This is an optimization exercise on Yosys and OpenROAD, whose aim is small area, not a production implementation. Only simulation tests tie the RTL to the original design; equivalence was not proved. Power figures rest on the tool's default switching activity, not on a simulated workload.

Design fir, start of the top module:
module fir(
	out,
	x,
	clk,
	rest
	);
output [34:0] out;
input         rest;
input  [15:0] x;
input         clk;
reg  [15:0] r0, r1, r2, r3, r4, r5, r6, r7, r8, r9, r10, r11, r12, r13;
reg  [15:0] p;
reg  [2:0]  n;           
reg         z;           
reg  [2:0]  q;           
reg  [24:0] ra;
reg  [6:0] rb;
wire [25:0] l = {1'b1, ra[24], ra[23], ra[22], ra[21], ra[20], ra[19], ra[18], ra[17], ra[16], ra[15], ra[14], ra[13], ra[12], ra[11], ra[10], ra[9], ra[8], ra[7], ra[6], ra[5], ra[4], ra[3], ra[2], ra[1], ra[0]}
              + {rb[6], rb[5], 1'b0, rb[4], 1'b0, rb[3], rb[2], 1'b0, rb[1], 1'b0, 1'b0, 1'b0, 1'b0, 1'b0, 1'b0, 1'b0, rb[0], 1'b0, 1'b0, 1'b0, 1'b0, 1'b0, 1'b0, 1'b0, 1'b0, 1'b0};
wire [3:0] hi = {4{l[25]}} - {1'b0, q};
assign out = {hi, {4{l[25]}}, l, 1'b0} & {35{~z}};
wire [15:0] d7  = (rest && n == 3'd7) ? r6 : 16'd0;
wire [15:0] d14 = rest ? r13 : 16'd0;
wire t1_p0 = r8[0] ^ r13[0];
wire t1_g0 = r8[0] & r13[0];
wire t1_p1 = r8[1] ^ r13[1];
wire t1_g1 = r8[1] & r13[1];
wire t1_p2 = r8[2] ^ r13[2];
  ...
clock: 6.0 ns
lec_check: 0
cap_margin: 20
core_margin: 2
core_utilization: 65
cts_buf_list: sky130_fd_sc_hd__clkbuf_8
cts_cluster_diameter: 150
cts_cluster_size: 16
slew_margin: 20
synth_hierarchical: 1
synth_minimum_keep_size: 0
standard.sh (not shown) runs the stock make flow with config.mk's settings and CLKGATE_MAP_FILE= SYNTH_SCRIPT=/design/flow/synth_recipe.tcl, a recipe that flattens the netlist after the stock synthesis.
==> flow/flow/run.sh <==
#!/bin/bash
# Own flow: the standard layout (standard.sh, all steps), except that the
# port buffers that global placement inserts (one per input and output port,
# as in the standard flow) are the library's smallest buffer, buf_1.
set -e
export BUFFER_PORTS_ARGS="-buffer_cell sky130_fd_sc_hd__buf_1"
bash standard.sh > standard.log 2>&1
The first run passed the timing, DRC and antenna checks.
Change:
==> flow/run.sh (new file) <==
#!/bin/bash
# synth_recipe.tcl (not shown) runs the flow's synth.tcl, then flattens the netlist and writes it again
# the make line also repeats each setting of config.mk as NAME=value (left out here)
make -C /OpenROAD-flow-scripts/flow DESIGN_CONFIG=/design/flow/config.mk WORK_HOME=/design/flow/orfs CLKGATE_MAP_FILE= SYNTH_SCRIPT=/design/flow/synth_recipe.tcl finish
removed: flow/flow/run.sh
removed: flow/standard.sh
Outcome: Non-clock buffer count is unchanged; cell area rose by 2.3%; maximum frequency rose by 0.83%; first-iteration DRC count rose by 5.5%; power rose by 2.9%; routed wire length fell by 1.4%.

* * *

fir, a different RTL version from the one above (not shown whole).
Size: about 970 cells after synthesis, ~280 flip-flops, ~53 I/O pins, about 0.012 sq mm of cells after synthesis.
==> flow/design.v (excerpt) <==
module fir(
	out,
	x,
	clk,
	rest
	);
output [34:0] out;
input         rest;
input  [15:0] x;
input         clk;
reg  [15:0] r0, r1, r2, r3, r4, r5, r6, r7, r8, r9, r10, r11, r12, r13;
reg  [15:0] p;
reg  [2:0]  n;           
reg         z;           
reg  [2:0]  q;           
reg  [24:0] ra;
reg  [6:0] rb;
reg         rc;
wire lu_x0 = ra[15] ^ rb[0];
wire lu_s0 = lu_x0 ^ rc;
wire lu_g0 = (ra[15] & rb[0]) | (lu_x0 & rc);
wire lu_p0 = 1'b0;
wire lu_p1 = ra[16] ^ 1'b0;
wire lu_g1 = ra[16] & 1'b0;
wire lu_p2 = ra[17] ^ rb[1];
wire lu_g2 = ra[17] & rb[1];
wire lu_p3 = ra[18] ^ rb[2];
wire lu_g3 = ra[18] & rb[2];
wire lu_p4 = ra[19] ^ 1'b0;
wire lu_g4 = ra[19] & 1'b0;
wire lu_p5 = ra[20] ^ rb[3];
wire lu_g5 = ra[20] & rb[3];
wire lu_p6 = ra[21] ^ rb[4];
wire lu_g6 = ra[21] & rb[4];
wire lu_p7 = ra[22] ^ 1'b0;
wire lu_g7 = ra[22] & 1'b0;
wire lu_p8 = ra[23] ^ rb[5];
wire lu_g8 = ra[23] & rb[5];
wire lu_p9 = ra[24] ^ rb[6];
wire lu_g9 = ra[24] & rb[6];
wire lu_p10 = 1'b1 ^ 1'b0;
wire lu_g10 = 1'b1 & 1'b0;
wire lu_G1 = lu_g1 | (lu_p1 & lu_g0);
wire lu_G2 = lu_g3 | (lu_p3 & lu_g2);
wire lu_P2 = lu_p3 & lu_p2;
wire lu_G3 = lu_g5 | (lu_p5 & lu_g4);
wire lu_P3 = lu_p5 & lu_p4;
wire lu_G4 = lu_g7 | (lu_p7 & lu_g6);
wire lu_P4 = lu_p7 & lu_p6;
wire lu_G5 = lu_g9 | (lu_p9 & lu_g8);
wire lu_P5 = lu_p9 & lu_p8;
wire lu_G6 = lu_G2 | (lu_P2 & lu_G1);
wire lu_G7 = lu_G4 | (lu_P4 & lu_G3);
wire lu_P7 = lu_P4 & lu_P3;
wire lu_G8 = lu_G7 | (lu_P7 & lu_G6);
wire lu_G9 = lu_G3 | (lu_P3 & lu_G6);
wire lu_G10 = lu_G5 | (lu_P5 & lu_G8);
wire lu_fs2, lu_G11;
fa lu_f2 (.a(ra[17]), .b(rb[1]), .c(lu_G1), .s(lu_fs2), .co(lu_G11));
wire lu_fs4, lu_G12;
fa lu_f4 (.a(ra[19]), .b(1'b0), .c(lu_G6), .s(lu_fs4), .co(lu_G12));
wire lu_fs6, lu_G13;
fa lu_f6 (.a(ra[21]), .b(rb[4]), .c(lu_G9), .s(lu_fs6), .co(lu_G13));
wire lu_fs8, lu_G14;
fa lu_f8 (.a(ra[23]), .b(rb[5]), .c(lu_G8), .s(lu_fs8), .co(lu_G14));
wire lu_fs10, lu_G15;
fa lu_f10 (.a(1'b1), .b(1'b0), .c(lu_G10), .s(lu_fs10), .co(lu_G15));
wire [10:0] lu = {lu_fs10, lu_p9 ^ lu_G14, lu_fs8, lu_p7 ^ lu_G13, lu_fs6, lu_p5 ^ lu_G12, lu_fs4, lu_p3 ^ lu_G11, lu_fs2, lu_p1 ^ lu_g0, lu_s0};
wire lu_co = lu_G15;
  ...
Settings: LEC_CHECK=0, CAP_MARGIN=20, CORE_MARGIN=2, CORE_UTILIZATION=65, CTS_BUF_LIST=sky130_fd_sc_hd__clkbuf_8, CTS_CLUSTER_DIAMETER=150, CTS_CLUSTER_SIZE=14, SLEW_MARGIN=20, SYNTH_HIERARCHICAL=1, SYNTH_MINIMUM_KEEP_SIZE=0; clock period 6.0 ns.
==> flow/flow/run.sh <==
#!/bin/bash
# Own flow: the standard layout (standard.sh, all steps), except that the
# port buffers that global placement inserts (one per input and output port,
# as in the standard flow) are the library's smallest buffer, buf_1.
set -e
export BUFFER_PORTS_ARGS="-buffer_cell sky130_fd_sc_hd__buf_1"
bash standard.sh > standard.log 2>&1
Edit:
--- a/flow/config.mk
+++ b/flow/config.mk
@@ -12,3 +12,3 @@
 export CTS_CLUSTER_DIAMETER = 150
-export CTS_CLUSTER_SIZE = 14
+export CTS_CLUSTER_SIZE = 16
 export SLEW_MARGIN = 20
The new run produced a clean layout; routed wire length rose by 1.0%; synthesized cell count is unchanged; worst hold slack is about the same; die area stays the same; global-route usage rose by 0.45 points; via count is higher by about 0.6%; total power fell by about 0.5%; area after synthesis stays the same; design area is about the same; setup slack improved by 0.023 ns; first-iteration DRC count went up by about 12%.

* * *

## before
Another version of the RTL of fir (not shown whole).
Size: roughly 53 I/O pins, about 12000 um^2 of cells after synthesis.
==> flow/config.mk <==
export PLATFORM = sky130hd
export DESIGN_NAME = fir
export DESIGN_NICKNAME = fir
export VERILOG_FILES = /design/flow/design.v
export SDC_FILE = /design/flow/constraint.sdc
export NUM_CORES = 4
export LEC_CHECK = 0
export CAP_MARGIN = 20
export CORE_MARGIN = 2
export CORE_UTILIZATION = 55
export CTS_BUF_LIST = sky130_fd_sc_hd__clkbuf_8
export CTS_CLUSTER_DIAMETER = 150
export CTS_CLUSTER_SIZE = 16
export SLEW_MARGIN = 20
export SYNTH_HIERARCHICAL = 1
export SYNTH_MINIMUM_KEEP_SIZE = 0
==> flow/constraint.sdc <==
create_clock -name core_clock -period 6.0 [get_ports {clk}]
set_input_delay 1.2000 -clock core_clock [delete_from_list [all_inputs] [get_ports {clk}]]
set_output_delay 1.2000 -clock core_clock [all_outputs]
set_load 0.01 [all_outputs]
Scripts as last shown in full above: flow/flow/run.sh
[inputs] after vs before
- a change of CORE_UTILIZATION from 55 to 65
## What came out
Going from before to after, die height went down, global-route usage now sits higher, non-clock buffer count went down, final critical path time including I/O delays and setup rose by 0.028 ns, number of global-route vias before repair shows an increase of 197.
after vs. before: cell area went down by about 0.7%.
after completed end to end with timing, DRC and antenna clean.
When after is measured against before, its pin count of the biggest net entering global routing turns out 13 higher.
Lower multi-input gate share of the layout cell area among after and before: before
Re fraction of area in registers: after and before aren't equal, and the higher value belongs to after.
Compared with before, after shows a higher via count.

## afterwards: timing with drivers on the ports
How much do the figures lean on ideal ports? The routed layouts below were timed once more, with nothing changed but the port constraints. Step 1 (the two cells are an assumption about what drives the block):
set clk [get_ports {clk}]
set_driving_cell -lib_cell sky130_fd_sc_hd__clkbuf_16 $clk
set_driving_cell -lib_cell sky130_fd_sc_hd__buf_2 [delete_from_list [all_inputs] $clk]
Step 2 also shifts input and output timing later by t, the mid clock arrival at the registers, as if the neighbouring blocks saw the same clock. a / b / c = no drivers / after step 1 / after step 2; a / b = the first two.
run	t (ns)	setup slack, ns	hold WS [ns]	worst slew at a driven data input, ns	pins driven straight from the clock port
the first run of note 1	0.559	0.354 / 0.354 / 0.354	0.321 / 0.321 / 0.321	0.03	1
the second run of note 1	0.560	0.400 / 0.400 / 0.400	0.316 / 0.316 / 0.316	0.03	1
the first run of note 2	0.565	0.459 / 0.459 / 0.459	0.319 / 0.319 / 0.319	0.03	1
the second run of note 2	0.557	0.482 / 0.482 / 0.482	0.320 / 0.320 / 0.320	0.04	1
before	0.589	0.310 / 0.310 / 0.310	0.310 / 0.310 / 0.310	0.04	1
after	0.552	0.282 / 0.282 / 0.282	0.322 / 0.322 / 0.322	0.04	1
After both steps setup and hold are still met in every run listed.
